This is an optimization exercise on Yosys and OpenROAD, whose aim is small area and a short achievable clock period, not a production implementation.
Function was not checked in any run shown here: the RTL went through the layout flow alone.
Power and IR drop assume default switching activity.

<file path="constraint.sdc">
create_clock -name core_clock -period 12.0 [get_ports {clk}]
set_input_delay 2.4000 -clock core_clock [delete_from_list [all_inputs] [get_ports {clk}]]
set_output_delay 2.4000 -clock core_clock [all_outputs]
set_load 0.01 [all_outputs]
</file>
<file path="flow/run.sh">
#!/bin/bash
set -e
export BUFFER_PORTS_ARGS="-buffer_cell sky130_fd_sc_hd__buf_2"
bash standard.sh > standard.log 2>&1
</file>
<file path="config.mk">
export PLATFORM = sky130hd
export DESIGN_NAME = MBF
export DESIGN_NICKNAME = MBF
export VERILOG_FILES = /design/flow/design.v
export SDC_FILE = /design/flow/constraint.sdc
export NUM_CORES = 4
export LEC_CHECK = 0
export CAP_MARGIN = 20
export CORE_MARGIN = 2
export CORE_UTILIZATION = 40
export SLEW_MARGIN = 20
export SYNTH_HIERARCHICAL = 1
</file>
<file path="design.v">
`timescale 1ns/10ps
module MBF(clk, reset, x_valid, x_in, y_valid, z_valid, y, z);
input          clk;
input          reset;
input          x_valid;
input   [7:0]  x_in;
output         y_valid;
output         z_valid;
output  [7:0]  y;
output  [7:0]  z;
reg  [7:0] x0;           
reg        sh, nsh;      
reg        hd, nhd;      
always @(posedge clk) begin
    x0  <= x_in ^ 8'h7f;
    sh  <= x_valid & ~reset;
    nsh <= ~(x_valid & ~reset);
    hd  <= ~x_valid & ~reset;
    nhd <= ~(~x_valid & ~reset);
end
reg  [7:0] d0;
wire [7:0] d0_n;
reg  [7:0] d1;
wire [7:0] d1_n;
reg  [7:0] d2;
wire [7:0] d2_n;
reg  [7:0] d3;
wire [7:0] d3_n;
reg  [7:0] d4;
wire [7:0] d4_n;
reg  [7:0] d5;
wire [7:0] d5_n;
reg  [7:0] d6;
wire [7:0] d6_n;
reg  [7:0] d7;
wire [7:0] d7_n;
reg  [7:0] d8;
wire [7:0] d8_n;
reg  [7:0] d9;
wire [7:0] d9_n;
reg  [7:0] d10;
wire [7:0] d10_n;
reg  [7:0] d11;
wire [7:0] d11_n;
reg  [7:0] d12;
wire [7:0] d12_n;
reg  [7:0] d13;
wire [7:0] d13_n;
reg  [7:0] d14;
wire [7:0] d14_n;
MBF_dl_o22a u_d0_0 (x0[0], d0[0], nsh, nhd, d0_n[0]);
MBF_dl_o22a u_d0_1 (x0[1], d0[1], nsh, nhd, d0_n[1]);
MBF_dl_o22a u_d0_2 (x0[2], d0[2], nsh, nhd, d0_n[2]);
MBF_dl_o22a u_d0_3 (x0[3], d0[3], nsh, nhd, d0_n[3]);
MBF_dl_o22a u_d0_4 (x0[4], d0[4], nsh, nhd, d0_n[4]);
MBF_dl_o22a u_d0_5 (x0[5], d0[5], nsh, nhd, d0_n[5]);
MBF_dl_o22a u_d0_6 (x0[6], d0[6], nsh, nhd, d0_n[6]);
MBF_dl_a22o u_d0_7 (x0[7], d0[7], sh, hd, d0_n[7]);
MBF_dl_a2bb2o u_d1_0 (d0[0], d1[0], nsh, hd, d1_n[0]);
MBF_dl_a2bb2o u_d1_1 (d0[1], d1[1], nsh, hd, d1_n[1]);
MBF_dl_a2bb2o u_d1_2 (d0[2], d1[2], nsh, hd, d1_n[2]);
MBF_dl_a2bb2o u_d1_3 (d0[3], d1[3], nsh, hd, d1_n[3]);
MBF_dl_a2bb2o u_d1_4 (d0[4], d1[4], nsh, hd, d1_n[4]);
MBF_dl_a2bb2o u_d1_5 (d0[5], d1[5], nsh, hd, d1_n[5]);
MBF_dl_a2bb2o u_d1_6 (d0[6], d1[6], nsh, hd, d1_n[6]);
MBF_dl_o2bb2a u_d1_7 (d0[7], d1[7], sh, nhd, d1_n[7]);
MBF_dl_a22o u_d2_0 (d1[0], d2[0], sh, hd, d2_n[0]);
MBF_dl_a22o u_d2_1 (d1[1], d2[1], sh, hd, d2_n[1]);
MBF_dl_a22o u_d2_2 (d1[2], d2[2], sh, hd, d2_n[2]);
MBF_dl_a22o u_d2_3 (d1[3], d2[3], sh, hd, d2_n[3]);
MBF_dl_a22o u_d2_4 (d1[4], d2[4], sh, hd, d2_n[4]);
MBF_dl_a22o u_d2_5 (d1[5], d2[5], sh, hd, d2_n[5]);
MBF_dl_a22o u_d2_6 (d1[6], d2[6], sh, hd, d2_n[6]);
MBF_dl_o22a u_d2_7 (d1[7], d2[7], nsh, nhd, d2_n[7]);
MBF_dl_o2bb2a u_d3_0 (d2[0], d3[0], sh, nhd, d3_n[0]);
MBF_dl_o2bb2a u_d3_1 (d2[1], d3[1], sh, nhd, d3_n[1]);
MBF_dl_o2bb2a u_d3_2 (d2[2], d3[2], sh, nhd, d3_n[2]);
MBF_dl_o2bb2a u_d3_3 (d2[3], d3[3], sh, nhd, d3_n[3]);
MBF_dl_o2bb2a u_d3_4 (d2[4], d3[4], sh, nhd, d3_n[4]);
MBF_dl_o2bb2a u_d3_5 (d2[5], d3[5], sh, nhd, d3_n[5]);
MBF_dl_o2bb2a u_d3_6 (d2[6], d3[6], sh, nhd, d3_n[6]);
MBF_dl_a2bb2o u_d3_7 (d2[7], d3[7], nsh, hd, d3_n[7]);
MBF_dl_o22a u_d4_0 (d3[0], d4[0], nsh, nhd, d4_n[0]);
MBF_dl_o22a u_d4_1 (d3[1], d4[1], nsh, nhd, d4_n[1]);
MBF_dl_o22a u_d4_2 (d3[2], d4[2], nsh, nhd, d4_n[2]);
MBF_dl_o22a u_d4_3 (d3[3], d4[3], nsh, nhd, d4_n[3]);
MBF_dl_o22a u_d4_4 (d3[4], d4[4], nsh, nhd, d4_n[4]);
MBF_dl_o22a u_d4_5 (d3[5], d4[5], nsh, nhd, d4_n[5]);
MBF_dl_o22a u_d4_6 (d3[6], d4[6], nsh, nhd, d4_n[6]);
MBF_dl_a22o u_d4_7 (d3[7], d4[7], sh, hd, d4_n[7]);
MBF_dl_a2bb2o u_d5_0 (d4[0], d5[0], nsh, hd, d5_n[0]);
MBF_dl_a2bb2o u_d5_1 (d4[1], d5[1], nsh, hd, d5_n[1]);
MBF_dl_a2bb2o u_d5_2 (d4[2], d5[2], nsh, hd, d5_n[2]);
MBF_dl_a2bb2o u_d5_3 (d4[3], d5[3], nsh, hd, d5_n[3]);
MBF_dl_a2bb2o u_d5_4 (d4[4], d5[4], nsh, hd, d5_n[4]);
MBF_dl_a2bb2o u_d5_5 (d4[5], d5[5], nsh, hd, d5_n[5]);
MBF_dl_a2bb2o u_d5_6 (d4[6], d5[6], nsh, hd, d5_n[6]);
MBF_dl_o2bb2a u_d5_7 (d4[7], d5[7], sh, nhd, d5_n[7]);
MBF_dl_a22o u_d6_0 (d5[0], d6[0], sh, hd, d6_n[0]);
MBF_dl_a22o u_d6_1 (d5[1], d6[1], sh, hd, d6_n[1]);
MBF_dl_a22o u_d6_2 (d5[2], d6[2], sh, hd, d6_n[2]);
MBF_dl_a22o u_d6_3 (d5[3], d6[3], sh, hd, d6_n[3]);
MBF_dl_a22o u_d6_4 (d5[4], d6[4], sh, hd, d6_n[4]);
MBF_dl_a22o u_d6_5 (d5[5], d6[5], sh, hd, d6_n[5]);
MBF_dl_a22o u_d6_6 (d5[6], d6[6], sh, hd, d6_n[6]);
MBF_dl_o22a u_d6_7 (d5[7], d6[7], nsh, nhd, d6_n[7]);
MBF_dl_a22o u_d7_0 (d6[0], d7[0], sh, hd, d7_n[0]);
MBF_dl_a22o u_d7_1 (d6[1], d7[1], sh, hd, d7_n[1]);
MBF_dl_a22o u_d7_2 (d6[2], d7[2], sh, hd, d7_n[2]);
MBF_dl_a22o u_d7_3 (d6[3], d7[3], sh, hd, d7_n[3]);
MBF_dl_a22o u_d7_4 (d6[4], d7[4], sh, hd, d7_n[4]);
MBF_dl_a22o u_d7_5 (d6[5], d7[5], sh, hd, d7_n[5]);
MBF_dl_a22o u_d7_6 (d6[6], d7[6], sh, hd, d7_n[6]);
MBF_dl_o22a u_d7_7 (d6[7], d7[7], nsh, nhd, d7_n[7]);
MBF_dl_a22o u_d8_0 (d7[0], d8[0], sh, hd, d8_n[0]);
MBF_dl_a22o u_d8_1 (d7[1], d8[1], sh, hd, d8_n[1]);
MBF_dl_a22o u_d8_2 (d7[2], d8[2], sh, hd, d8_n[2]);
MBF_dl_a22o u_d8_3 (d7[3], d8[3], sh, hd, d8_n[3]);
MBF_dl_a22o u_d8_4 (d7[4], d8[4], sh, hd, d8_n[4]);
MBF_dl_a22o u_d8_5 (d7[5], d8[5], sh, hd, d8_n[5]);
MBF_dl_a22o u_d8_6 (d7[6], d8[6], sh, hd, d8_n[6]);
MBF_dl_o22a u_d8_7 (d7[7], d8[7], nsh, nhd, d8_n[7]);
MBF_dl_o2bb2a u_d9_0 (d8[0], d9[0], sh, nhd, d9_n[0]);
MBF_dl_o2bb2a u_d9_1 (d8[1], d9[1], sh, nhd, d9_n[1]);
MBF_dl_o2bb2a u_d9_2 (d8[2], d9[2], sh, nhd, d9_n[2]);
MBF_dl_o2bb2a u_d9_3 (d8[3], d9[3], sh, nhd, d9_n[3]);
MBF_dl_o2bb2a u_d9_4 (d8[4], d9[4], sh, nhd, d9_n[4]);
MBF_dl_o2bb2a u_d9_5 (d8[5], d9[5], sh, nhd, d9_n[5]);
MBF_dl_o2bb2a u_d9_6 (d8[6], d9[6], sh, nhd, d9_n[6]);
MBF_dl_a2bb2o u_d9_7 (d8[7], d9[7], nsh, hd, d9_n[7]);
MBF_dl_o22a u_d10_0 (d9[0], d10[0], nsh, nhd, d10_n[0]);
MBF_dl_o22a u_d10_1 (d9[1], d10[1], nsh, nhd, d10_n[1]);
MBF_dl_o22a u_d10_2 (d9[2], d10[2], nsh, nhd, d10_n[2]);
MBF_dl_o22a u_d10_3 (d9[3], d10[3], nsh, nhd, d10_n[3]);
MBF_dl_o22a u_d10_4 (d9[4], d10[4], nsh, nhd, d10_n[4]);
MBF_dl_o22a u_d10_5 (d9[5], d10[5], nsh, nhd, d10_n[5]);
MBF_dl_o22a u_d10_6 (d9[6], d10[6], nsh, nhd, d10_n[6]);
MBF_dl_a22o u_d10_7 (d9[7], d10[7], sh, hd, d10_n[7]);
MBF_dl_a2bb2o u_d11_0 (d10[0], d11[0], nsh, hd, d11_n[0]);
MBF_dl_a2bb2o u_d11_1 (d10[1], d11[1], nsh, hd, d11_n[1]);
MBF_dl_a2bb2o u_d11_2 (d10[2], d11[2], nsh, hd, d11_n[2]);
MBF_dl_a2bb2o u_d11_3 (d10[3], d11[3], nsh, hd, d11_n[3]);
MBF_dl_a2bb2o u_d11_4 (d10[4], d11[4], nsh, hd, d11_n[4]);
MBF_dl_a2bb2o u_d11_5 (d10[5], d11[5], nsh, hd, d11_n[5]);
MBF_dl_a2bb2o u_d11_6 (d10[6], d11[6], nsh, hd, d11_n[6]);
MBF_dl_o2bb2a u_d11_7 (d10[7], d11[7], sh, nhd, d11_n[7]);
MBF_dl_a22o u_d12_0 (d11[0], d12[0], sh, hd, d12_n[0]);
MBF_dl_a22o u_d12_1 (d11[1], d12[1], sh, hd, d12_n[1]);
MBF_dl_a22o u_d12_2 (d11[2], d12[2], sh, hd, d12_n[2]);
MBF_dl_a22o u_d12_3 (d11[3], d12[3], sh, hd, d12_n[3]);
MBF_dl_a22o u_d12_4 (d11[4], d12[4], sh, hd, d12_n[4]);
MBF_dl_a22o u_d12_5 (d11[5], d12[5], sh, hd, d12_n[5]);
MBF_dl_a22o u_d12_6 (d11[6], d12[6], sh, hd, d12_n[6]);
MBF_dl_o22a u_d12_7 (d11[7], d12[7], nsh, nhd, d12_n[7]);
MBF_dl_o2bb2a u_d13_0 (d12[0], d13[0], sh, nhd, d13_n[0]);
MBF_dl_o2bb2a u_d13_1 (d12[1], d13[1], sh, nhd, d13_n[1]);
MBF_dl_o2bb2a u_d13_2 (d12[2], d13[2], sh, nhd, d13_n[2]);
MBF_dl_o2bb2a u_d13_3 (d12[3], d13[3], sh, nhd, d13_n[3]);
MBF_dl_o2bb2a u_d13_4 (d12[4], d13[4], sh, nhd, d13_n[4]);
MBF_dl_o2bb2a u_d13_5 (d12[5], d13[5], sh, nhd, d13_n[5]);
MBF_dl_o2bb2a u_d13_6 (d12[6], d13[6], sh, nhd, d13_n[6]);
MBF_dl_a2bb2o u_d13_7 (d12[7], d13[7], nsh, hd, d13_n[7]);
MBF_dl_o22a u_d14_0 (d13[0], d14[0], nsh, nhd, d14_n[0]);
MBF_dl_o22a u_d14_1 (d13[1], d14[1], nsh, nhd, d14_n[1]);
MBF_dl_o22a u_d14_2 (d13[2], d14[2], nsh, nhd, d14_n[2]);
MBF_dl_o22a u_d14_3 (d13[3], d14[3], nsh, nhd, d14_n[3]);
MBF_dl_o22a u_d14_4 (d13[4], d14[4], nsh, nhd, d14_n[4]);
MBF_dl_o22a u_d14_5 (d13[5], d14[5], nsh, nhd, d14_n[5]);
MBF_dl_o22a u_d14_6 (d13[6], d14[6], nsh, nhd, d14_n[6]);
MBF_dl_a22o u_d14_7 (d13[7], d14[7], sh, hd, d14_n[7]);
always @(posedge clk) begin
    d0 <= d0_n;
    d1 <= d1_n;
    d2 <= d2_n;
    d3 <= d3_n;
    d4 <= d4_n;
    d5 <= d5_n;
    d6 <= d6_n;
    d7 <= d7_n;
    d8 <= d8_n;
    d9 <= d9_n;
    d10 <= d10_n;
    d11 <= d11_n;
    d12 <= d12_n;
    d13 <= d13_n;
    d14 <= d14_n;
end
reg pe0_0;
reg pe1_0;
reg pe1_1;
reg pe2_0;
reg pe2_1;
reg pe3_0;
reg pe3_1;
reg pe4_0;
reg pe4_1;
reg pe5_0;
reg pe5_1;
reg pe6_0;
reg pe6_1;
reg pe7_0;
reg pe7_1;
reg pe8_0;
reg pe8_1;
reg pe9_0;
reg pe9_1;
reg pe10_0;
reg pe10_1;
reg pe11_0;
reg pe11_1;
reg pe12_0;
reg pe12_1;
reg pe13_0;
reg pe13_1;
reg pe14_0;
reg pe14_1;
reg pe15_0;
reg pe15_1;
reg po0_0;
reg po1_0;
reg po1_1;
reg po2_0;
reg po2_1;
reg po3_0;
reg po3_1;
reg po4_0;
reg po4_1;
reg po5_0;
reg po5_1;
reg po6_0;
reg po6_1;
reg po7_0;
reg po7_1;
reg po8_0;
reg po8_1;
reg po9_0;
reg po9_1;
reg po10_0;
reg po10_1;
reg po11_0;
reg po11_1;
reg po12_0;
reg po12_1;
reg po13_0;
reg po13_1;
reg po14_0;
reg po14_1;
reg po15_0;
reg po15_1;
wire npo0_0 = ~po0_0;
wire npo1_0 = ~po1_0;
wire npo1_1 = ~po1_1;
wire npo2_0 = ~po2_0;
wire npo2_1 = ~po2_1;
wire npo3_0 = ~po3_0;
wire npo3_1 = ~po3_1;
wire npo4_0 = ~po4_0;
wire npo4_1 = ~po4_1;
wire npo5_0 = ~po5_0;
wire npo5_1 = ~po5_1;
wire npo6_0 = ~po6_0;
wire npo6_1 = ~po6_1;
wire npo7_0 = ~po7_0;
wire npo7_1 = ~po7_1;
wire npo8_0 = ~po8_0;
wire npo8_1 = ~po8_1;
wire npo9_0 = ~po9_0;
wire npo9_1 = ~po9_1;
wire npo10_0 = ~po10_0;
wire npo10_1 = ~po10_1;
wire npo11_0 = ~po11_0;
wire npo11_1 = ~po11_1;
wire npo12_0 = ~po12_0;
wire npo12_1 = ~po12_1;
wire npo13_0 = ~po13_0;
wire npo13_1 = ~po13_1;
wire npo14_0 = ~po14_0;
wire npo14_1 = ~po14_1;
wire npo15_0 = ~po15_0;
wire npo15_1 = ~po15_1;
wire es1, ec2;
MBF_ha u_es1 (.a(x0[5]), .b(d1[3]), .s(es1), .co(ec2));
wire es3, ec4;
assign es3 = x0[6] ^ d1[4];
assign ec4 = x0[6] | d1[4];
wire es5, ec6;
MBF_fa u_es5 (.a(d3[3]), .b(d3[2]), .c(d5[2]), .s(es5), .co(ec6));
wire es7, ec8;
assign es7 = x0[7] ^ d1[5];
assign ec8 = x0[7] | d1[5];
wire es9, ec10;
MBF_fa u_es9 (.a(d3[4]), .b(d3[3]), .c(d5[3]), .s(es9), .co(ec10));
wire es11, ec12;
MBF_ha u_es11 (.a(d5[1]), .b(d9[4]), .s(es11), .co(ec12));
wire es13, ec14;
assign es13 = d1[6] ^ d3[5];
assign ec14 = d1[6] | d3[5];
wire es15, ec16;
MBF_fa u_es15 (.a(d3[4]), .b(d5[4]), .c(d5[2]), .s(es15), .co(ec16));
wire es17, ec18;
MBF_fa u_es17 (.a(d7[0]), .b(d9[5]), .c(d9[3]), .s(es17), .co(ec18));
wire es19, ec20;
assign es19 = d1[7] ^ d3[6];
assign ec20 = d1[7] | d3[6];
wire es21, ec22;
MBF_fa u_es21 (.a(d3[5]), .b(d5[5]), .c(d5[3]), .s(es21), .co(ec22));
wire es23, ec24;
MBF_ha u_es23 (.a(d7[1]), .b(d9[6]), .s(es23), .co(ec24));
wire es25, ec26;
assign es25 = d3[7] ^ d3[6];
assign ec26 = d3[7] | d3[6];
wire es27, ec28;
MBF_ha u_es27 (.a(d5[6]), .b(d5[4]), .s(es27), .co(ec28));
wire es29, ec30;
MBF_ha u_es29 (.a(x0[3]), .b(d1[1]), .s(es29), .co(ec30));
wire es31, ec32;
MBF_fa u_es31 (.a(x0[4]), .b(d1[2]), .c(d3[1]), .s(es31), .co(ec32));
wire es33, ec34;
MBF_fa u_es33 (.a(d3[0]), .b(d5[0]), .c(d9[1]), .s(es33), .co(ec34));
wire es35, ec36;
MBF_fa u_es35 (.a(es1), .b(d3[2]), .c(d3[1]), .s(es35), .co(ec36));
wire es37, ec38;
MBF_fa u_es37 (.a(d5[1]), .b(d9[2]), .c(d9[0]), .s(es37), .co(ec38));
wire es39, ec40;
MBF_ha u_es39 (.a(d11[3]), .b(d11[2]), .s(es39), .co(ec40));
wire es41, ec42;
MBF_fa u_es41 (.a(ec2), .b(es5), .c(d5[0]), .s(es41), .co(ec42));
wire es43, ec44;
MBF_fa u_es43 (.a(d9[3]), .b(d9[1]), .c(d11[4]), .s(es43), .co(ec44));
wire es45, ec46;
MBF_fa u_es45 (.a(d11[3]), .b(d13[5]), .c(~es3), .s(es45), .co(ec46));
wire es47, ec48;
MBF_fa u_es47 (.a(ec4), .b(ec6), .c(es9), .s(es47), .co(ec48));
wire es49, ec50;
MBF_fa u_es49 (.a(es11), .b(d9[2]), .c(d11[5]), .s(es49), .co(ec50));
wire es51, ec52;
MBF_fa u_es51 (.a(d11[4]), .b(d13[6]), .c(~es7), .s(es51), .co(ec52));
wire es53, ec54;
MBF_fa u_es53 (.a(ec8), .b(ec10), .c(ec12), .s(es53), .co(ec54));
wire es55, ec56;
MBF_fa u_es55 (.a(es15), .b(es17), .c(d11[6]), .s(es55), .co(ec56));
wire es57, ec58;
MBF_fa u_es57 (.a(d11[5]), .b(d13[7]), .c(~es13), .s(es57), .co(ec58));
wire es59, ec60;
MBF_fa u_es59 (.a(ec14), .b(ec16), .c(ec18), .s(es59), .co(ec60));
wire es61, ec62;
MBF_fa u_es61 (.a(es21), .b(es23), .c(d9[4]), .s(es61), .co(ec62));
wire es63, ec64;
MBF_fa u_es63 (.a(d11[7]), .b(d11[6]), .c(~es19), .s(es63), .co(ec64));
wire es65, ec66;
MBF_fa u_es65 (.a(ec20), .b(ec22), .c(ec24), .s(es65), .co(ec66));
wire es67, ec68;
MBF_fa u_es67 (.a(es27), .b(d7[2]), .c(d9[7]), .s(es67), .co(ec68));
wire es69, ec70;
MBF_fa u_es69 (.a(d9[5]), .b(d11[7]), .c(~es25), .s(es69), .co(ec70));
wire es71, ec72;
assign es71 = ec26 ^ ec28;
assign ec72 = ec26 | ec28;
wire es73, ec74;
MBF_fa u_es73 (.a(d3[7]), .b(d5[7]), .c(d5[5]), .s(es73), .co(ec74));
wire es75, ec76;
MBF_ha u_es75 (.a(d7[3]), .b(d9[6]), .s(es75), .co(ec76));
wire es77, ec78;
MBF_fa u_es77 (.a(es29), .b(d3[0]), .c(d9[0]), .s(es77), .co(ec78));
wire es79, ec80;
MBF_ha u_es79 (.a(d11[1]), .b(d11[0]), .s(es79), .co(ec80));
wire es81, ec82;
MBF_fa u_es81 (.a(ec30), .b(es31), .c(es33), .s(es81), .co(ec82));
wire es83, ec84;
MBF_fa u_es83 (.a(d11[2]), .b(d11[1]), .c(d13[3]), .s(es83), .co(ec84));
wire es85, ec86;
MBF_fa u_es85 (.a(ec32), .b(ec34), .c(es35), .s(es85), .co(ec86));
wire es87, ec88;
MBF_fa u_es87 (.a(es37), .b(es39), .c(d13[4]), .s(es87), .co(ec88));
wire es89, ec90;
MBF_fa u_es89 (.a(ec36), .b(ec38), .c(ec40), .s(es89), .co(ec90));
wire es91, ec92;
MBF_fa u_es91 (.a(es41), .b(es43), .c(es45), .s(es91), .co(ec92));
wire es93, ec94;
MBF_fa u_es93 (.a(ec42), .b(ec44), .c(ec46), .s(es93), .co(ec94));
wire es95, ec96;
MBF_fa u_es95 (.a(es47), .b(es49), .c(es51), .s(es95), .co(ec96));
wire es97, ec98;
MBF_fa u_es97 (.a(ec48), .b(ec50), .c(ec52), .s(es97), .co(ec98));
wire es99, ec100;
MBF_fa u_es99 (.a(es53), .b(es55), .c(es57), .s(es99), .co(ec100));
wire es101, ec102;
MBF_fa u_es101 (.a(ec54), .b(ec56), .c(ec58), .s(es101), .co(ec102));
wire es103, ec104;
MBF_fa u_es103 (.a(es59), .b(es61), .c(es63), .s(es103), .co(ec104));
wire es105, ec106;
MBF_fa u_es105 (.a(ec60), .b(ec62), .c(ec64), .s(es105), .co(ec106));
wire es107, ec108;
MBF_fa u_es107 (.a(es65), .b(es67), .c(es69), .s(es107), .co(ec108));
wire es109, ec110;
MBF_fa u_es109 (.a(ec66), .b(ec68), .c(ec70), .s(es109), .co(ec110));
wire es111, ec112;
MBF_fa u_es111 (.a(es73), .b(es75), .c(~es71), .s(es111), .co(ec112));
wire es113, ec114;
MBF_fa u_es113 (.a(ec72), .b(ec74), .c(ec76), .s(es113), .co(ec114));
wire es115, ec116;
MBF_fa u_es115 (.a(d5[6]), .b(d7[4]), .c(d9[7]), .s(es115), .co(ec116));
wire es117, ec118;
MBF_ha u_es117 (.a(d1[0]), .b(d11[0]), .s(es117), .co(ec118));
wire es119, ec120;
MBF_fa u_es119 (.a(x0[2]), .b(es77), .c(es79), .s(es119), .co(ec120));
wire es121, ec122;
MBF_fa u_es121 (.a(ec78), .b(ec80), .c(es81), .s(es121), .co(ec122));
wire es123, ec124;
MBF_fa u_es123 (.a(ec82), .b(ec84), .c(es85), .s(es123), .co(ec124));
wire es125, ec126;
MBF_fa u_es125 (.a(ec86), .b(ec88), .c(es89), .s(es125), .co(ec126));
wire es127, ec128;
MBF_fa u_es127 (.a(ec90), .b(ec92), .c(es93), .s(es127), .co(ec128));
wire es129, ec130;
MBF_fa u_es129 (.a(ec94), .b(ec96), .c(es97), .s(es129), .co(ec130));
wire es131, ec132;
MBF_fa u_es131 (.a(ec98), .b(ec100), .c(es101), .s(es131), .co(ec132));
wire es133, ec134;
MBF_fa u_es133 (.a(ec102), .b(ec104), .c(es105), .s(es133), .co(ec134));
wire es135, ec136;
MBF_fa u_es135 (.a(ec106), .b(ec108), .c(es109), .s(es135), .co(ec136));
wire es137, ec138;
MBF_fa u_es137 (.a(ec110), .b(ec112), .c(es113), .s(es137), .co(ec138));
wire es139, ec140;
MBF_fa u_es139 (.a(ec114), .b(ec116), .c(d7[5]), .s(es139), .co(ec140));
wire es141, ec142;
MBF_ha u_es141 (.a(es117), .b(d13[1]), .s(es141), .co(ec142));
wire es143, ec144;
MBF_fa u_es143 (.a(ec118), .b(es119), .c(d13[2]), .s(es143), .co(ec144));
wire es145, ec146;
MBF_fa u_es145 (.a(ec120), .b(es121), .c(es83), .s(es145), .co(ec146));
wire es147, ec148;
MBF_fa u_es147 (.a(ec122), .b(es123), .c(es87), .s(es147), .co(ec148));
wire es149, ec150;
MBF_fa u_es149 (.a(ec124), .b(es125), .c(es91), .s(es149), .co(ec150));
wire es151, ec152;
MBF_fa u_es151 (.a(ec126), .b(es127), .c(es95), .s(es151), .co(ec152));
wire es153, ec154;
MBF_fa u_es153 (.a(ec128), .b(es129), .c(es99), .s(es153), .co(ec154));
wire es155, ec156;
MBF_fa u_es155 (.a(ec130), .b(es131), .c(es103), .s(es155), .co(ec156));
wire es157, ec158;
MBF_fa u_es157 (.a(ec132), .b(es133), .c(es107), .s(es157), .co(ec158));
wire es159, ec160;
MBF_fa u_es159 (.a(ec134), .b(es135), .c(es111), .s(es159), .co(ec160));
wire es161, ec162;
MBF_fa u_es161 (.a(ec136), .b(es137), .c(es115), .s(es161), .co(ec162));
wire es163, ec164;
MBF_fa u_es163 (.a(ec138), .b(es139), .c(~d5[7]), .s(es163), .co(ec164));
wire es165, ec166;
MBF_fa u_es165 (.a(ec140), .b(d5[7]), .c(d7[6]), .s(es165), .co(ec166));
wire os167, oc168;
MBF_ha u_os167 (.a(d0[4]), .b(d2[3]), .s(os167), .co(oc168));
wire os169, oc170;
assign os169 = d0[5] ^ d2[4];
assign oc170 = d0[5] | d2[4];
wire os171, oc172;
MBF_fa u_os171 (.a(d2[3]), .b(d4[3]), .c(d4[1]), .s(os171), .co(oc172));
wire os173, oc174;
assign os173 = d0[6] ^ d2[5];
assign oc174 = d0[6] | d2[5];
wire os175, oc176;
MBF_fa u_os175 (.a(d2[4]), .b(d4[4]), .c(d4[2]), .s(os175), .co(oc176));
wire os177, oc178;
MBF_ha u_os177 (.a(d8[3]), .b(d8[1]), .s(os177), .co(oc178));
wire os179, oc180;
MBF_fa u_os179 (.a(d0[7]), .b(d2[6]), .c(d2[5]), .s(os179), .co(oc180));
wire os181, oc182;
MBF_fa u_os181 (.a(d4[5]), .b(d4[3]), .c(d6[0]), .s(os181), .co(oc182));
wire os183, oc184;
MBF_ha u_os183 (.a(d8[4]), .b(d8[2]), .s(os183), .co(oc184));
wire os185, oc186;
assign os185 = d2[7] ^ d2[6];
assign oc186 = d2[7] | d2[6];
wire os187, oc188;
MBF_fa u_os187 (.a(d4[6]), .b(d4[4]), .c(d6[1]), .s(os187), .co(oc188));
wire os189, oc190;
MBF_ha u_os189 (.a(d8[5]), .b(d8[3]), .s(os189), .co(oc190));
wire os191, oc192;
assign os191 = d2[7] ^ d4[7];
assign oc192 = d2[7] | d4[7];
wire os193, oc194;
MBF_ha u_os193 (.a(d4[5]), .b(d6[2]), .s(os193), .co(oc194));
wire os195, oc196;
MBF_ha u_os195 (.a(d0[2]), .b(d2[1]), .s(os195), .co(oc196));
wire os197, oc198;
MBF_fa u_os197 (.a(d0[3]), .b(d2[2]), .c(d2[1]), .s(os197), .co(oc198));
wire os199, oc200;
MBF_fa u_os199 (.a(d4[1]), .b(d8[0]), .c(d10[1]), .s(os199), .co(oc200));
wire os201, oc202;
MBF_fa u_os201 (.a(os167), .b(d2[2]), .c(d4[2]), .s(os201), .co(oc202));
wire os203, oc204;
MBF_fa u_os203 (.a(d4[0]), .b(d8[1]), .c(d10[2]), .s(os203), .co(oc204));
wire os205, oc206;
MBF_ha u_os205 (.a(d10[1]), .b(d12[3]), .s(os205), .co(oc206));
wire os207, oc208;
MBF_fa u_os207 (.a(oc168), .b(os171), .c(d8[2]), .s(os207), .co(oc208));
wire os209, oc210;
MBF_fa u_os209 (.a(d8[0]), .b(d10[3]), .c(d10[2]), .s(os209), .co(oc210));
wire os211, oc212;
MBF_fa u_os211 (.a(d12[4]), .b(d14[6]), .c(~os169), .s(os211), .co(oc212));
wire os213, oc214;
MBF_fa u_os213 (.a(oc170), .b(oc172), .c(os175), .s(os213), .co(oc214));
wire os215, oc216;
MBF_fa u_os215 (.a(os177), .b(d10[4]), .c(d10[3]), .s(os215), .co(oc216));
wire os217, oc218;
MBF_fa u_os217 (.a(d12[5]), .b(d14[7]), .c(~os173), .s(os217), .co(oc218));
wire os219, oc220;
MBF_fa u_os219 (.a(oc174), .b(oc176), .c(oc178), .s(os219), .co(oc220));
wire os221, oc222;
MBF_fa u_os221 (.a(os179), .b(os181), .c(os183), .s(os221), .co(oc222));
wire os223, oc224;
MBF_fa u_os223 (.a(d10[5]), .b(d10[4]), .c(d12[6]), .s(os223), .co(oc224));
wire os225, oc226;
MBF_fa u_os225 (.a(oc180), .b(oc182), .c(oc184), .s(os225), .co(oc226));
wire os227, oc228;
MBF_fa u_os227 (.a(os187), .b(os189), .c(d10[6]), .s(os227), .co(oc228));
wire os229, oc230;
MBF_fa u_os229 (.a(d10[5]), .b(d12[7]), .c(~os185), .s(os229), .co(oc230));
wire os231, oc232;
MBF_fa u_os231 (.a(oc186), .b(oc188), .c(oc190), .s(os231), .co(oc232));
wire os233, oc234;
MBF_fa u_os233 (.a(os193), .b(d8[6]), .c(d8[4]), .s(os233), .co(oc234));
wire os235, oc236;
MBF_fa u_os235 (.a(d10[7]), .b(d10[6]), .c(~os191), .s(os235), .co(oc236));
wire os237, oc238;
assign os237 = oc192 ^ oc194;
assign oc238 = oc192 | oc194;
wire os239, oc240;
MBF_fa u_os239 (.a(d4[6]), .b(d6[3]), .c(d8[7]), .s(os239), .co(oc240));
wire os241, oc242;
MBF_ha u_os241 (.a(d8[5]), .b(d10[7]), .s(os241), .co(oc242));
wire os243, oc244;
MBF_fa u_os243 (.a(os195), .b(d2[0]), .c(d4[0]), .s(os243), .co(oc244));
wire os245, oc246;
MBF_fa u_os245 (.a(oc196), .b(os197), .c(os199), .s(os245), .co(oc246));
wire os247, oc248;
MBF_ha u_os247 (.a(d10[0]), .b(d12[2]), .s(os247), .co(oc248));
wire os249, oc250;
MBF_fa u_os249 (.a(oc198), .b(oc200), .c(os201), .s(os249), .co(oc250));
wire os251, oc252;
MBF_fa u_os251 (.a(os203), .b(os205), .c(d14[5]), .s(os251), .co(oc252));
wire os253, oc254;
MBF_fa u_os253 (.a(oc202), .b(oc204), .c(oc206), .s(os253), .co(oc254));
wire os255, oc256;
MBF_fa u_os255 (.a(os207), .b(os209), .c(os211), .s(os255), .co(oc256));
wire os257, oc258;
MBF_fa u_os257 (.a(oc208), .b(oc210), .c(oc212), .s(os257), .co(oc258));
wire os259, oc260;
MBF_fa u_os259 (.a(os213), .b(os215), .c(os217), .s(os259), .co(oc260));
wire os261, oc262;
MBF_fa u_os261 (.a(oc214), .b(oc216), .c(oc218), .s(os261), .co(oc262));
wire os263, oc264;
MBF_fa u_os263 (.a(os219), .b(os221), .c(os223), .s(os263), .co(oc264));
wire os265, oc266;
MBF_fa u_os265 (.a(oc220), .b(oc222), .c(oc224), .s(os265), .co(oc266));
wire os267, oc268;
MBF_fa u_os267 (.a(os225), .b(os227), .c(os229), .s(os267), .co(oc268));
wire os269, oc270;
MBF_fa u_os269 (.a(oc226), .b(oc228), .c(oc230), .s(os269), .co(oc270));
wire os271, oc272;
MBF_fa u_os271 (.a(os231), .b(os233), .c(os235), .s(os271), .co(oc272));
wire os273, oc274;
MBF_fa u_os273 (.a(oc232), .b(oc234), .c(oc236), .s(os273), .co(oc274));
wire os275, oc276;
MBF_fa u_os275 (.a(os239), .b(os241), .c(~os237), .s(os275), .co(oc276));
wire os277, oc278;
MBF_fa u_os277 (.a(oc238), .b(oc240), .c(oc242), .s(os277), .co(oc278));
wire os279, oc280;
MBF_fa u_os279 (.a(d4[7]), .b(d6[4]), .c(d8[6]), .s(os279), .co(oc280));
wire os281, oc282;
MBF_ha u_os281 (.a(d0[1]), .b(d2[0]), .s(os281), .co(oc282));
wire os283, oc284;
MBF_fa u_os283 (.a(os243), .b(d10[0]), .c(d12[1]), .s(os283), .co(oc284));
wire os285, oc286;
MBF_fa u_os285 (.a(oc244), .b(os245), .c(os247), .s(os285), .co(oc286));
wire os287, oc288;
MBF_fa u_os287 (.a(oc246), .b(oc248), .c(os249), .s(os287), .co(oc288));
wire os289, oc290;
MBF_fa u_os289 (.a(oc250), .b(oc252), .c(os253), .s(os289), .co(oc290));
wire os291, oc292;
MBF_fa u_os291 (.a(oc254), .b(oc256), .c(os257), .s(os291), .co(oc292));
wire os293, oc294;
MBF_fa u_os293 (.a(oc258), .b(oc260), .c(os261), .s(os293), .co(oc294));
wire os295, oc296;
MBF_fa u_os295 (.a(oc262), .b(oc264), .c(os265), .s(os295), .co(oc296));
wire os297, oc298;
MBF_fa u_os297 (.a(oc266), .b(oc268), .c(os269), .s(os297), .co(oc298));
wire os299, oc300;
MBF_fa u_os299 (.a(oc270), .b(oc272), .c(os273), .s(os299), .co(oc300));
wire os301, oc302;
MBF_fa u_os301 (.a(oc274), .b(oc276), .c(os277), .s(os301), .co(oc302));
wire os303, oc304;
MBF_fa u_os303 (.a(oc278), .b(oc280), .c(d8[7]), .s(os303), .co(oc304));
wire os305, oc306;
MBF_fa u_os305 (.a(os281), .b(d12[0]), .c(d14[2]), .s(os305), .co(oc306));
wire os307, oc308;
MBF_fa u_os307 (.a(oc282), .b(os283), .c(d14[3]), .s(os307), .co(oc308));
wire os309, oc310;
MBF_fa u_os309 (.a(oc284), .b(os285), .c(d14[4]), .s(os309), .co(oc310));
wire os311, oc312;
MBF_fa u_os311 (.a(oc286), .b(os287), .c(os251), .s(os311), .co(oc312));
wire os313, oc314;
MBF_fa u_os313 (.a(oc288), .b(os289), .c(os255), .s(os313), .co(oc314));
wire os315, oc316;
MBF_fa u_os315 (.a(oc290), .b(os291), .c(os259), .s(os315), .co(oc316));
wire os317, oc318;
MBF_fa u_os317 (.a(oc292), .b(os293), .c(os263), .s(os317), .co(oc318));
wire os319, oc320;
MBF_fa u_os319 (.a(oc294), .b(os295), .c(os267), .s(os319), .co(oc320));
wire os321, oc322;
MBF_fa u_os321 (.a(oc296), .b(os297), .c(os271), .s(os321), .co(oc322));
wire os323, oc324;
MBF_fa u_os323 (.a(oc298), .b(os299), .c(os275), .s(os323), .co(oc324));
wire os325, oc326;
MBF_fa u_os325 (.a(oc300), .b(os301), .c(os279), .s(os325), .co(oc326));
wire os327, oc328;
MBF_fa u_os327 (.a(oc302), .b(os303), .c(~d6[5]), .s(os327), .co(oc328));
wire os329, oc330;
MBF_fa u_os329 (.a(oc304), .b(d6[5]), .c(d6[6]), .s(os329), .co(oc330));
wire ls331, lc332;
MBF_ha u_ls331 (.a(pe1_0), .b(pe1_1), .s(ls331), .co(lc332));
wire ls333, lc334;
MBF_fa u_ls333 (.a(pe2_0), .b(po2_0), .c(po2_1), .s(ls333), .co(lc334));
wire ls335, lc336;
MBF_fa u_ls335 (.a(pe3_0), .b(pe3_1), .c(po3_0), .s(ls335), .co(lc336));
wire ls337, lc338;
MBF_fa u_ls337 (.a(pe4_0), .b(pe4_1), .c(po4_0), .s(ls337), .co(lc338));
wire ls339, lc340;
MBF_fa u_ls339 (.a(pe5_0), .b(pe5_1), .c(po5_0), .s(ls339), .co(lc340));
wire ls341, lc342;
MBF_fa u_ls341 (.a(pe6_0), .b(pe6_1), .c(po6_0), .s(ls341), .co(lc342));
wire ls343, lc344;
MBF_fa u_ls343 (.a(pe7_0), .b(pe7_1), .c(po7_0), .s(ls343), .co(lc344));
wire ls345, lc346;
MBF_fa u_ls345 (.a(pe8_0), .b(pe8_1), .c(po8_0), .s(ls345), .co(lc346));
wire ls347, lc348;
MBF_fa u_ls347 (.a(pe9_0), .b(pe9_1), .c(po9_0), .s(ls347), .co(lc348));
wire ls349, lc350;
MBF_fa u_ls349 (.a(pe10_0), .b(pe10_1), .c(po10_0), .s(ls349), .co(lc350));
wire ls351, lc352;
MBF_fa u_ls351 (.a(pe11_0), .b(pe11_1), .c(po11_0), .s(ls351), .co(lc352));
wire ls353, lc354;
MBF_fa u_ls353 (.a(pe12_0), .b(pe12_1), .c(po12_0), .s(ls353), .co(lc354));
wire ls355, lc356;
MBF_fa u_ls355 (.a(pe13_0), .b(pe13_1), .c(po13_0), .s(ls355), .co(lc356));
wire ls357, lc358;
MBF_fa u_ls357 (.a(pe14_0), .b(pe14_1), .c(po14_0), .s(ls357), .co(lc358));
wire ls359, lc360;
MBF_fa u_ls359 (.a(pe15_0), .b(pe15_1), .c(po15_0), .s(ls359), .co(lc360));
wire ls361, lc362;
MBF_ha u_ls361 (.a(ls331), .b(po1_1), .s(ls361), .co(lc362));
wire ls363, lc364;
MBF_fa u_ls363 (.a(lc332), .b(ls333), .c(~pe2_1), .s(ls363), .co(lc364));
wire ls365, lc366;
MBF_fa u_ls365 (.a(lc334), .b(ls335), .c(po3_1), .s(ls365), .co(lc366));
wire ls367, lc368;
MBF_fa u_ls367 (.a(lc336), .b(ls337), .c(po4_1), .s(ls367), .co(lc368));
wire ls369, lc370;
MBF_fa u_ls369 (.a(lc338), .b(ls339), .c(po5_1), .s(ls369), .co(lc370));
wire ls371, lc372;
MBF_fa u_ls371 (.a(lc340), .b(ls341), .c(po6_1), .s(ls371), .co(lc372));
wire ls373, lc374;
MBF_fa u_ls373 (.a(lc342), .b(ls343), .c(po7_1), .s(ls373), .co(lc374));
wire ls375, lc376;
MBF_fa u_ls375 (.a(lc344), .b(ls345), .c(po8_1), .s(ls375), .co(lc376));
wire ls377, lc378;
MBF_fa u_ls377 (.a(lc346), .b(ls347), .c(po9_1), .s(ls377), .co(lc378));
wire ls379, lc380;
MBF_fa u_ls379 (.a(lc348), .b(ls349), .c(po10_1), .s(ls379), .co(lc380));
wire ls381, lc382;
MBF_fa u_ls381 (.a(lc350), .b(ls351), .c(po11_1), .s(ls381), .co(lc382));
wire ls383, lc384;
MBF_fa u_ls383 (.a(lc352), .b(ls353), .c(po12_1), .s(ls383), .co(lc384));
wire ls385, lc386;
MBF_fa u_ls385 (.a(lc354), .b(ls355), .c(po13_1), .s(ls385), .co(lc386));
wire ls387, lc388;
MBF_fa u_ls387 (.a(lc356), .b(ls357), .c(po14_1), .s(ls387), .co(lc388));
wire ls389, lc390;
MBF_fa u_ls389 (.a(lc358), .b(ls359), .c(po15_1), .s(ls389), .co(lc390));
wire hs391, hc392;
MBF_ha u_hs391 (.a(pe1_0), .b(pe1_1), .s(hs391), .co(hc392));
wire hs393, hc394;
MBF_fa u_hs393 (.a(pe2_0), .b(npo2_0), .c(npo2_1), .s(hs393), .co(hc394));
wire hs395, hc396;
MBF_fa u_hs395 (.a(pe3_0), .b(pe3_1), .c(npo3_0), .s(hs395), .co(hc396));
wire hs397, hc398;
MBF_fa u_hs397 (.a(pe4_0), .b(pe4_1), .c(npo4_0), .s(hs397), .co(hc398));
wire hs399, hc400;
MBF_fa u_hs399 (.a(pe5_0), .b(pe5_1), .c(npo5_0), .s(hs399), .co(hc400));
wire hs401, hc402;
MBF_fa u_hs401 (.a(pe6_0), .b(pe6_1), .c(npo6_0), .s(hs401), .co(hc402));
wire hs403, hc404;
MBF_fa u_hs403 (.a(pe7_0), .b(pe7_1), .c(npo7_0), .s(hs403), .co(hc404));
wire hs405, hc406;
MBF_fa u_hs405 (.a(pe8_0), .b(pe8_1), .c(npo8_0), .s(hs405), .co(hc406));
wire hs407, hc408;
MBF_fa u_hs407 (.a(pe9_0), .b(pe9_1), .c(npo9_0), .s(hs407), .co(hc408));
wire hs409, hc410;
MBF_fa u_hs409 (.a(pe10_0), .b(pe10_1), .c(npo10_0), .s(hs409), .co(hc410));
wire hs411, hc412;
MBF_fa u_hs411 (.a(pe11_0), .b(pe11_1), .c(npo11_0), .s(hs411), .co(hc412));
wire hs413, hc414;
MBF_fa u_hs413 (.a(pe12_0), .b(pe12_1), .c(npo12_0), .s(hs413), .co(hc414));
wire hs415, hc416;
MBF_fa u_hs415 (.a(pe13_0), .b(pe13_1), .c(npo13_0), .s(hs415), .co(hc416));
wire hs417, hc418;
MBF_fa u_hs417 (.a(pe14_0), .b(pe14_1), .c(npo14_0), .s(hs417), .co(hc418));
wire hs419, hc420;
MBF_fa u_hs419 (.a(pe15_0), .b(pe15_1), .c(npo15_0), .s(hs419), .co(hc420));
wire hs421, hc422;
MBF_fa u_hs421 (.a(hs391), .b(npo1_1), .c(~npo1_0), .s(hs421), .co(hc422));
wire hs423, hc424;
MBF_fa u_hs423 (.a(hc392), .b(hs393), .c(~pe2_1), .s(hs423), .co(hc424));
wire hs425, hc426;
MBF_fa u_hs425 (.a(hc394), .b(hs395), .c(npo3_1), .s(hs425), .co(hc426));
wire hs427, hc428;
MBF_fa u_hs427 (.a(hc396), .b(hs397), .c(npo4_1), .s(hs427), .co(hc428));
wire hs429, hc430;
MBF_fa u_hs429 (.a(hc398), .b(hs399), .c(npo5_1), .s(hs429), .co(hc430));
wire hs431, hc432;
MBF_fa u_hs431 (.a(hc400), .b(hs401), .c(npo6_1), .s(hs431), .co(hc432));
wire hs433, hc434;
MBF_fa u_hs433 (.a(hc402), .b(hs403), .c(npo7_1), .s(hs433), .co(hc434));
wire hs435, hc436;
MBF_fa u_hs435 (.a(hc404), .b(hs405), .c(npo8_1), .s(hs435), .co(hc436));
wire hs437, hc438;
MBF_fa u_hs437 (.a(hc406), .b(hs407), .c(npo9_1), .s(hs437), .co(hc438));
wire hs439, hc440;
MBF_fa u_hs439 (.a(hc408), .b(hs409), .c(npo10_1), .s(hs439), .co(hc440));
wire hs441, hc442;
MBF_fa u_hs441 (.a(hc410), .b(hs411), .c(npo11_1), .s(hs441), .co(hc442));
wire hs443, hc444;
MBF_fa u_hs443 (.a(hc412), .b(hs413), .c(npo12_1), .s(hs443), .co(hc444));
wire hs445, hc446;
MBF_fa u_hs445 (.a(hc414), .b(hs415), .c(npo13_1), .s(hs445), .co(hc446));
wire hs447, hc448;
MBF_fa u_hs447 (.a(hc416), .b(hs417), .c(npo14_1), .s(hs447), .co(hc448));
wire hs449, hc450;
MBF_fa u_hs449 (.a(hc418), .b(hs419), .c(npo15_1), .s(hs449), .co(hc450));
always @(posedge clk) begin
    pe0_0 <= x0[0];
    pe1_0 <= x0[1];
    pe1_1 <= d13[0];
    pe2_0 <= es141;
    pe2_1 <= x0[2];
    pe3_0 <= ec142;
    pe3_1 <= es143;
    pe4_0 <= ec144;
    pe4_1 <= es145;
    pe5_0 <= ec146;
    pe5_1 <= es147;
    pe6_0 <= ec148;
    pe6_1 <= es149;
    pe7_0 <= ec150;
    pe7_1 <= es151;
    pe8_0 <= ec152;
    pe8_1 <= es153;
    pe9_0 <= ec154;
    pe9_1 <= es155;
    pe10_0 <= ec156;
    pe10_1 <= es157;
    pe11_0 <= ec158;
    pe11_1 <= es159;
    pe12_0 <= ec160;
    pe12_1 <= es161;
    pe13_0 <= ec162;
    pe13_1 <= es163;
    pe14_0 <= ec164;
    pe14_1 <= es165;
    pe15_0 <= ec166;
    pe15_1 <= d7[7];
    po0_0 <= d14[0];
    po1_0 <= d0[0];
    po1_1 <= d14[1];
    po2_0 <= d0[0];
    po2_1 <= os305;
    po3_0 <= oc306;
    po3_1 <= os307;
    po4_0 <= oc308;
    po4_1 <= os309;
    po5_0 <= oc310;
    po5_1 <= os311;
    po6_0 <= oc312;
    po6_1 <= os313;
    po7_0 <= oc314;
    po7_1 <= os315;
    po8_0 <= oc316;
    po8_1 <= os317;
    po9_0 <= oc318;
    po9_1 <= os319;
    po10_0 <= oc320;
    po10_1 <= os321;
    po11_0 <= oc322;
    po11_1 <= os323;
    po12_0 <= oc324;
    po12_1 <= os325;
    po13_0 <= oc326;
    po13_1 <= os327;
    po14_0 <= oc328;
    po14_1 <= os329;
    po15_0 <= oc330;
    po15_1 <= d6[7];
end
wire [16:0] sl = {lc390, lc388, lc386, lc384, lc382, lc380, lc378, lc376, lc374, lc372, lc370, lc368, lc366, lc364, lc362, ls361, pe0_0}
                + {lc360, ls389, ls387, ls385, ls383, ls381, ls379, ls377, ls375, ls373, ls371, ls369, ls367, ls365, ls363, ~po1_0, po0_0};
wire [16:0] sh2 = {hc450, hc448, hc446, hc444, hc442, hc440, hc438, hc436, hc434, hc432, hc430, hc428, hc426, hc424, hc422, pe0_0, ~pe0_0}
                + {hc420, hs449, hs447, hs445, hs443, hs441, hs439, hs437, hs435, hs433, hs431, hs429, hs427, hs425, hs423, hs421, npo0_0};
reg  [7:0] y_r, z_r;
reg        v2, v3;
always @(posedge clk) begin
    y_r <= sl[16:9];
    z_r <= sh2[16:9];
    v2 <= sh & ~reset;
    v3 <= v2 & ~reset;
end
assign y = y_r;
assign z = z_r;
assign y_valid = v3;
assign z_valid = v3;
endmodule
module MBF_fa(a, b, c, s, co);
input  a, b, c;
output s, co;
assign s  = a ^ b ^ c;
assign co = (a & b) | (a & c) | (b & c);
endmodule
module MBF_dl_a22o(p, q, sh, hd, n);
input  p, q, sh, hd;
output n;
assign n = (sh & p) | (hd & q);
endmodule
module MBF_dl_o22a(p, q, nsh, nhd, n);
input  p, q, nsh, nhd;
output n;
assign n = (p | nsh) & (q | nhd);
endmodule
module MBF_dl_a2bb2o(p, q, nsh, hd, n);
input  p, q, nsh, hd;
output n;
assign n = (~nsh & ~p) | (hd & q);
endmodule
module MBF_dl_o2bb2a(p, q, sh, nhd, n);
input  p, q, sh, nhd;
output n;
assign n = (~p | ~sh) & (q | nhd);
endmodule
module MBF_ha(a, b, s, co);
input  a, b;
output s, co;
assign s  = a ^ b;
assign co = a & b;
endmodule
</file>
<file path="standard.sh">
#!/bin/bash
# synth_recipe.tcl (not shown) runs the flow's synth.tcl, then flattens the netlist and writes it again
# the make line also repeats each setting of config.mk as NAME=value (left out here)
make -C /OpenROAD-flow-scripts/flow DESIGN_CONFIG=/design/flow/config.mk WORK_HOME=/design/flow/orfs CLKGATE_MAP_FILE= SYNTH_SCRIPT=/design/flow/synth_recipe.tcl "${@:-finish}"
</file>
==> results.cfg, run 1 <==
[placed_design]
gp_congestion = 0.850
placed_cell_area_sq_um = 11900
place_ws_ns = 8.88
dp_hpwl_mm = 17.3
io_buffers = 28

[timing]
slew_headroom_pct = 39.2
fmax_ghz = 0.297
period_share_pct = 28.0
final-max-slew-violation-count = 0
hold_viol = 0
tightest_slew_ns = 0.912
finalSetupTns_ns = 0
skew_ns = 0.0145
setup_violations = 0
period_minus_slack_ns = 3.36
rsz0062_at_grt = false
setup_slack_ns = 8.64

[final_layout]
fin_area_sq_um = 12700
n_antenna_cell = 0
fin_nets = 1101
drive_above_1_share_pct = 14.6
fin_util_pct = 45.7
area_growth_pct = 12.4

[power_and_ir_drop]
p_leak_nw = 5.25
irDropWorstVdd_v = 0.000114
pwr_density_cell_nw_per_um2 = 207

[setup_path]
cp.arrival_ns = 0.96
crit_required_ns = 9.60
cp_max_fo = 2
max_stage_delay_ns = 0.32
cp_top_family = flip-flops
worst_r2r_startpoint = po2_0
path_class = register to output pin
setup.worst_path.start_class = register
end_kind = output pin
path_buf_inv = 1
crit_path_top_delay_cell = dfxtp_1
crit_chain = buf_2
crit_start = v3

[routing]
maxUsedRoutingLayer = met4
drc = 0
wl_met2_mm = 11.3
vias = 6129
vias_per_cell = 4.99
drtIter0Drc = 301
drt-met1-wl_mm = 10.2
met3_length_um = 546
ant_nets = 0
wl_per_cell_um = 18.5
dr.pass1.iters = 4
wl_mm = 22.7

[logic_synthesis]
ys_ff_latch = 211
synth-seq-area-share_pct = 37.4
synth_edf_count = 0
synth_cell_types = 50
synthCells = 781
synthFlopType = dfxtp_1
syn_area_per_cell_sq_um = 14.5
syn_area_sq_um = 11300
async_flop_share_pct = 0
synth-warning-count = 7
synth_nets = 1047

[floorplanning]
initial_core_util_pct = 40.7
core-area_sq_um = 27800
pin_count = 29
die_h_um = 172
row_count = 61
die_area_sq_um = 29600
fp.dieW_um = 172

[cts]
htreeDepth = 1
clk_latency_ns = 0.51
cts-root-buf = clkbuf_16
cts_buffer_depth = 3
cts_hold_buf = 0
clock_sinks = 211
cts_tree = done
cts_buffers = 23
clkTransAtPathRegs_ns = 0.06
post_cts_buffers = 0
cts_resized = 0

[global_route]
grt_overflow = 0
grt_antenna_before_repair = 0
grt_max_degree = 64
grtUsageTotal_pct = 16.9
grt_pass1_vias = 6956
grt_pass1_wl_mm = 38.3

[outcome]
status = finished clean

[job]
cap_violations = 0

[hold_path]
hold_start = d14[0]
hold_class = register to register
==> routing by layer <==
layer	track usage, %	vias to the layer above
li1	-	2842
met1	22.5	3165
met2	29.1	83
met3	2.06	39
met4	5.01	0
met5	0	-
==> metrics by stage <==
stage | hold WS, ns | std cells | power (W)
global route | 0.368 | 1229 | 0.00285
floorplan | 0.332 | 781 | 0.00167
global placement | 0.335 | 1188 | 0.00193
finish | 0.352 | 1229 | 0.00263
CTS | 0.356 | 1229 | 0.00267
detailed placement | 0.346 | 1188 | 0.00194
==> cell families after synthesis <==
kind of cell / after synthesis / synth area share, %
adder cells (fa/ha/maj): 255 / 40.9
flip-flops: 211 / 37.4
AO/OA/AOI/OAI: 174 / 15.4
buffers and inverters: 87 / 2.99
AND/OR/NAND/NOR: 37 / 1.92
XOR/XNOR: 16 / 1.24
multiplexers: 1 / 0.0886
==> modules after synthesis, one instance, submodules excluded <==
module         cells inside  flip-flops and latches  area (sq um)  copies in the design
MBF_dl_a22o               1                       0          8.76                    39
MBF_dl_o22a               1                       0          8.76                    33
MBF_ha                    1                       0          12.5                    23
MBF_dl_a2bb2o             1                       0          15.0                    24
MBF_dl_o2bb2a             1                       0          15.0                    24
MBF_fa                    1                       0          20.0                   191
MBF                     447                     211          5830                     1
==> where the power goes <==
group,switching (W),internal [W]
clock network,0.000278,0.000442
registers,0.0000442,0.000781
logic,0.000587,0.000500
==> cell usage after synthesis (2+ instances only) <==
| cell type | instances | area [sq um] |
|---|---|---|
| a21oi_1 | 11 | 55.1 |
| a22o_1 | 39 | 342 |
| o22a_1 | 33 | 289 |
| dfxtp_1 | 211 | 4220 |
| ha_1 | 64 | 801 |
| nand3_1 | 4 | 20.0 |
| a221oi_1 | 2 | 17.5 |
| o21ai_0 | 5 | 25.0 |
| a211oi_1 | 3 | 22.5 |
| and2_1 | 2 | 12.5 |
| xor2_1 | 8 | 70.1 |
| a21o_1 | 8 | 60.1 |
| o21a_1 | 6 | 45.0 |
| and3_1 | 5 | 31.3 |
| nand2_1 | 3 | 11.3 |
| nor3_1 | 2 | 10.0 |
| xnor2_1 | 8 | 70.1 |
| nor2b_1 | 3 | 18.8 |
| nor2_1 | 6 | 22.5 |
| o2bb2ai_2 | 24 | 360 |
| inv_1 | 84 | 315 |
| nand2b_1 | 2 | 12.5 |
| fa_1 | 191 | 3820 |
| o21bai_1 | 4 | 30.0 |
| nand4_1 | 5 | 31.3 |
| a2bb2oi_2 | 24 | 360 |
==> final cells by class <==
| type | instances | area, sq um |
|---|---|---|
| Fill cell | 2563 | 15100 |
| Multi-Input combinational cell | 483 | 6730 |
| Sequential cell | 211 | 4230 |
| Clock buffer | 33 | 653 |
| Tap cell | 378 | 473 |
| Inverter | 84 | 315 |
| Timing Repair Buffer | 32 | 170 |
| Clock inverter | 8 | 119 |
==> cells in the final DEF, fill, tap and decap left out, types with 11 or more instances in the layout <==
master / count
a2bb2oi_2: 24
o22a_1: 33
o2bb2ai_2: 24
dfxtp_1: 207
fa_1: 191
clkbuf_16: 23
inv_1: 84
ha_1: 64
buf_2: 28
a22o_1: 39
a21oi_1: 11
==> final timing paths <==
kind,slack [ns],depth (start not counted),endpoint
worst min-delay path,0.35,0,po0_0
worst max-delay path,8.64,1,y_valid
worst max register to register,8.86,9,z_r[5]
worst min register to register,0.35,0,po0_0
==> run 2, diff against run 1 <==
--- a/config.mk
+++ b/config.mk
@@ -7,6 +7,7 @@
 export LEC_CHECK = 0
 export CAP_MARGIN = 20
 export CORE_MARGIN = 2
-export CORE_UTILIZATION = 40
+export CORE_UTILIZATION = 65
+export CTS_CLUSTER_SIZE = 30
 export SLEW_MARGIN = 20
 export SYNTH_HIERARCHICAL = 1
==> run 2 against run 1 <==
Effect of this change: combinational power barely moved; synthesized area did not move; sequential power barely moved; critical path depth did not move; die area fell by 38%; critical path type unchanged; clock power fell by 11%; wire length rose by 0.99%; fmax rose by 0.57%; cell area fell by 2.3%; global-route usage rose by 9.6 points; synthesized cell count did not move; sequential share of layout area rose by 0.77 points.
==> results.cfg, run 2 <==
[timing]
period_minus_slack_ns = 3.35
final-max-slew-violation-count = 0
finalSetupTns_ns = 0
period_share_pct = 27.9
fmax_ghz = 0.299
slew_headroom_pct = 42.2
tightest_slew_ns = 0.867
hold_viol = 0
setup_violations = 0
skew_ns = 0.0112
rsz0062_at_grt = false

[logic_synthesis]
synth_edf_count = 0
synth_cell_types = 50
synthCells = 781
synth_nets = 1047
synth_area_leaders = dfxtp_1, fa_1, ha_1
yosysMostFrequentCell = dfxtp_1
synthFlopType = dfxtp_1
synth-seq-area-share_pct = 37.4
ys_ff_latch = 211
synth-warning-count = 7
synth_commonest_cells = dfxtp_1, fa_1, inv_1
synth_top_area_share_pct = 37.4
async_flop_share_pct = 0
syn_area_per_cell_sq_um = 14.5
syn_area_sq_um = 11300
synth_area_leader_cell = dfxtp_1

[hold_path]
hold_end = po1_1
hold_class = register to register
hold_start = d14[1]
worstHoldPathCells = 0

[routing]
vias = 6346
wl_met2_mm = 10.9
drt-met1-wl_mm = 10.3
vias_per_cell = 5.92
drc = 0
dr.pass1.iters = 5
maxUsedRoutingLayer = met4
ant_nets = 0
drtIter0Drc = 320
met3_length_mm = 1.27
wl_mm = 23.0
wl_per_cell_um = 21.4

[final_layout]
fillCellCount = 1186
fin_nets = 1100
fin_util_pct = 72.5
regArea_sq_um = 4230
multiInputGateArea_sq_um = 6730
area_growth_pct = 9.84
layout_common_cells = dfxtp_1, fa_1, inv_1
drive_above_1_share_pct = 14.2
final_common_cell = dfxtp_1
n_antenna_cell = 0

[floorplanning]
fp.dieW_um = 136
row_count = 48
die_h_um = 136
initial_core_util_pct = 66.0
core-area_sq_um = 17100
pin_count = 29
die_area_sq_um = 18400

[outcome]
status = finished clean

[cts]
cts_buffers = 22
htreeDepth = 1
post_cts_buffers = 0
clkTransAtPathRegs_ns = 0.06
clk_latency_ns = 0.50
cts_tree = done
cts_resized = 0
cts-root-buf = clkbuf_16
cts_buffer_depth = 3
clock_sinks = 211
cts_hold_buf = 0

[job]
cap_violations = 0

[power_and_ir_drop]
irDropWorstVdd_v = 0.000176
pwr_density_cell_nw_per_um2 = 207
p_leak_nw = 5.19

[setup_path]
path_class = register to output pin
cp.arrival_ns = 0.95
r2r_setup_slack_ns = 8.87
setup.worst_path.start_class = register
cp_top_family = flip-flops
reg2reg_to = y_r[6]
crit_path_top_delay_cell = dfxtp_1
max_stage_delay_ns = 0.32
crit_chain = buf_2
crit_required_ns = 9.60
path_buf_inv = 1
reg2regPathDepth = 8
worst_r2r_startpoint = pe9_0
end_kind = output pin
cp_max_fo = 2

[global_route]
grtUsageTotal_pct = 26.6
grt_overflow = 0
grt_pass1_vias = 7085
grt_antenna_before_repair = 0
grt_max_degree = 64
grt_pass1_wl_mm = 37.4

[placed_design]
gp_congestion = 0.883
io_buffers = 28
dp_hpwl_mm = 17.5
[run 2: cell counts after synthesis]
No cell type changed its count.
[run 2: layer usage]
layer / GRT usage (%) / up-vias
met1: 37.5 / 3312
met2: 43.3 / 181
met5: 0 / -
li1: - / 2816
met3: 4.47 / 37
met4: 7.12 / 0
[run 2: worst max-delay path by stage]
stage	from	end	slack, ns	cells after the start
global route	v3	z_valid	8.59	1
CTS	v3	y_valid	8.63	1
finish	v3	z_valid	8.65	1
global placement	d4[3]	po8_1	8.96	5
detailed placement	pe9_0	y_r[6]	8.93	8
floorplan	v3	z_valid	9.11	1
[run 2: power by group]
| part | leakage [nW] | switching, W | internal (W) |
|---|---|---|---|
| combinational | 3.14 | 0.000602 | 0.000502 |
| sequential | 1.73 | 0.0000418 | 0.000781 |
| clock | 0.325 | 0.000271 | 0.000369 |
| total | 5.19 | 0.000915 | 0.00165 |
[run 2: cell families after synthesis]
family                     count (synthesis)  synth area share [%]
AOI/OAI and AO/OA                        174                  15.4
xor gates and xnor gates                  16                  1.24
DFF                                      211                  37.4
buffers and inverters                     87                  2.99
adders and majority gates                255                  40.9
muxes                                      1                0.0886
and+or+nand+nor                           37                  1.92
[run 2: layout make-up]
| cell class | count | share of cell area, % |
|---|---|---|
| clock buffers | 32 | 5.15 |
| clock inverters | 5 | 0.303 |
| well taps | 225 | 2.27 |
| flip-flops and latches | 211 | 34.1 |
| repair buffers | 32 | 1.37 |
| multi-input cells | 483 | 54.3 |
| inverters | 84 | 2.54 |
[run 2: per-module statistics from Yosys (local to each module, per instance)]
module / flops+latches / cells inside / copies in the design
MBF_dl_o22a: 0 / 1 / 33
MBF_dl_o2bb2a: 0 / 1 / 24
MBF: 211 / 447 / 1
MBF_fa: 0 / 1 / 191
MBF_dl_a2bb2o: 0 / 1 / 24
MBF_ha: 0 / 1 / 23
MBF_dl_a22o: 0 / 1 / 39
[run 2: metrics by stage]
stage               setup slack [ns]  cells  hold WS (ns)  instance area (sq um)  power (W)
global route                    8.59   1072         0.369                  12400    0.00275
finish                          8.65   1072         0.364                  12400    0.00257
detailed placement              8.93   1035         0.357                  11700    0.00193
global placement                8.96   1035         0.339                  11700    0.00190
CTS                             8.63   1072         0.365                  12400    0.00258
floorplan                       9.11    781         0.332                  11300    0.00167
==> run 3, diff against run 2 <==
--- a/config.mk
+++ b/config.mk
@@ -8,6 +8,7 @@
 export CAP_MARGIN = 20
 export CORE_MARGIN = 2
 export CORE_UTILIZATION = 65
-export CTS_CLUSTER_SIZE = 30
+export CTS_BUF_LIST = sky130_fd_sc_hd__clkbuf_8
+export CTS_CLUSTER_SIZE = 24
 export SLEW_MARGIN = 20
 export SYNTH_HIERARCHICAL = 1
==> run 3 against run 2 <==
Effect of this change: first-iteration DRC count down 3.4%; combinational power about the same; flip-flop and latch count unchanged; critical path depth is the same; largest cell class unchanged; hold slack got worse by 0.0013 ns; still clean on timing, DRC and antenna; critical endpoint unchanged; sequential power about the same; highest routed layer unchanged.
==> results.cfg, run 3 <==
[placed_design]
dp_hpwl_mm = 17.5
dp.cells = 1035
place_ws_ns = 8.93
gp_congestion = 0.883
io_buffers = 28

[floorplanning]
die_h_um = 136
initial_core_util_pct = 66.0
core-area_sq_um = 17100
row_count = 48
fp.dieW_um = 136
pin_count = 29
die_area_sq_um = 18400

[timing]
worst_hold_slack_ns = 0.362
final-max-slew-violation-count = 0
hold_viol = 0
setup_slack_ns = 8.63
slew_headroom_pct = 40.9
finalSetupTns_ns = 0
skew_ns = 0.0257
period_minus_slack_ns = 3.37
setup_violations = 0
tightest_slew_ns = 0.887
rsz0062_at_grt = false
fmax_ghz = 0.297
period_share_pct = 28.1

[setup_path]
crit_required_ns = 9.60
crit_start = v3
setup.worst_path.start_class = register
crit_chain = buf_2
path_class = register to output pin
cp_top_family = flip-flops
cp.arrival_ns = 0.97
cp_max_fo = 2
end_kind = output pin
crit_path_top_delay_cell = dfxtp_1
reg2reg_to = y_r[6]
max_stage_delay_ns = 0.32
r2r_setup_slack_ns = 8.81
reg2regPathDepth = 8
path_buf_inv = 1
worst_r2r_startpoint = pe9_0

[logic_synthesis]
synth_xor_area_share_pct = 1.24
synth-simple-area-share_pct = 1.92
yosysMostFrequentCell = dfxtp_1
synth-warning-count = 7
ys_ff_latch = 211
synthMuxAreaShare_pct = 0.0886
synth_nets = 1047
syn_area_sq_um = 11300
synth_edf_count = 0
syn_area_per_cell_sq_um = 14.5
synth_cell_types = 50
synth_area_leader_cell = dfxtp_1
synth-seq-area-share_pct = 37.4
synth_top_area_share_pct = 37.4
synth_top_family_by_area = adder cells
synthFlopType = dfxtp_1
synth_compound_area_share_pct = 15.4
synthAdderAreaFrac_pct = 40.9
async_flop_share_pct = 0
synth_commonest_cells = dfxtp_1, fa_1, inv_1
synthCells = 781
synth_area_leaders = dfxtp_1, fa_1, ha_1

[cts]
htreeDepth = 2
post_cts_buffers = 0
cts_tree = done
cts_hold_buf = 0
cts_resized = 0
clock_sinks = 211
cts_buffer_depth = 3
clk_latency_ns = 0.52
cts-root-buf = clkbuf_8
clkTransAtPathRegs_ns = 0.06
cts_buffers = 35

[power_and_ir_drop]
pwr_density_cell_nw_per_um2 = 205
p_leak_nw = 5.25
irDropWorstVdd_v = 0.000162

[global_route]
grtUsageTotal_pct = 26.9
grt_pass1_vias = 7115
grt_pass1_wl_mm = 37.6
grt_antenna_before_repair = 0
grt_overflow = 0
grt_max_degree = 64

[hold_path]
hold_class = register to register
hold_end = po1_1
worstHoldPathCells = 0
hold_start = d14[1]

[final_layout]
area_growth_pct = 9.94
fin_util_pct = 72.5
finalNonFillerCells = 1092
layout_common_cells = dfxtp_1, fa_1, inv_1
final_common_cell = dfxtp_1
fin_nets = 1113
n_antenna_cell = 0
drive_above_1_share_pct = 16.0

[routing]
wl_mm = 23.0
vias_per_cell = 5.82
dr.pass1.iters = 4
ant_nets = 0
drtIter0Drc = 309
wl_per_cell_um = 21.1
drc = 0
vias = 6354

[job]
cap_violations = 0

[outcome]
status = finished clean
run 3: cell counts after synthesis:
Identical to the previous run, type by type.
run 3: final cells by class:
class	count	area (sq um)
multi-input combinational	483	6730
fill	1189	4700
sequential	211	4230
clock buffer	47	647
inverter	84	315
tap	225	282
timing repair buffer	32	170
clock inverter	10	41.3
run 3: stage by stage:
stage | cell area [sq um] | total power [W]
2_1_floorplan | 11300 | 0.00167
3_3_place_gp | 11700 | 0.00190
3_5_place_dp | 11700 | 0.00193
4_1_cts | 12400 | 0.00256
5_1_grt | 12400 | 0.00274
6_report | 12400 | 0.00255
run 3: logic make-up (layout without fill, tap and decap cells):
logic type                 after synthesis  in the layout
adders and majority gates              255            255
DFF                                    211            211
AOI/OAI and AO/OA                      174            174
buffers and inverters                   87            173
and+or+nand+nor                         37             37
xor gates and xnor gates                16             16
muxes                                    1              1
run 3: how the worst max path moves through the flow:
stage,endpoint,cells past startpoint
2_1_floorplan,z_valid,1
3_3_place_gp,po8_1,5
3_5_place_dp,y_r[6],8
4_1_cts,y_valid,1
5_1_grt,z_valid,1
6_report,z_valid,1
run 3: modules after synthesis (local to each module, per instance):
module         cell area [sq um]  flops+latches  cells  copies in the design
MBF_dl_o2bb2a               15.0              0      1                    24
MBF_dl_o22a                 8.76              0      1                    33
MBF_dl_a22o                 8.76              0      1                    39
MBF                         5830            211    447                     1
MBF_ha                      12.5              0      1                    23
MBF_dl_a2bb2o               15.0              0      1                    24
MBF_fa                      20.0              0      1                   191
run 3: report_power, final:
group	internal (W)	switching [W]	total (W)	leakage, nW
Clock	0.000346	0.000271	0.000617	0.387
Combinational	0.000502	0.000605	0.00111	3.14
Sequential	0.000781	0.0000415	0.000823	1.73
Total	0.00163	0.000917	0.00255	5.25
run 3: routing by layer:
metal  wire (um)  vias to the layer above  share of wire, %  GRT usage, %
met5           0                        -                 0             0
met4         517                        0               2.2          7.41
met3        1300                       43               5.6          6.11
met2       10800                      171                47          43.2
met1       10400                     3286                45          37.5
li1            -                     2854                 -             -

[re-timing with driven ports]
The results above use ideal ports. As a check the final layouts listed here were re-extracted and re-timed, cells and wires unchanged.
Step 1: set_driving_cell puts a clkbuf_16 on clk and a buf_2 on each other input, an assumption about the parent block.
Step 2 also shifts input and output timing later by t, the mid clock arrival at the registers, as if the neighbouring blocks saw the same clock.
Three values: ideal ports, drivers, drivers and shift; two values: the first two.
run	t (ns)	slack for setup (ns)
run 1	0.553	8.635 / 8.589 / 8.864
run 2	0.546	8.654 / 8.607 / 8.868
run 3	0.550	8.632 / 8.592 / 8.809
After both steps every run listed still meets setup and hold.
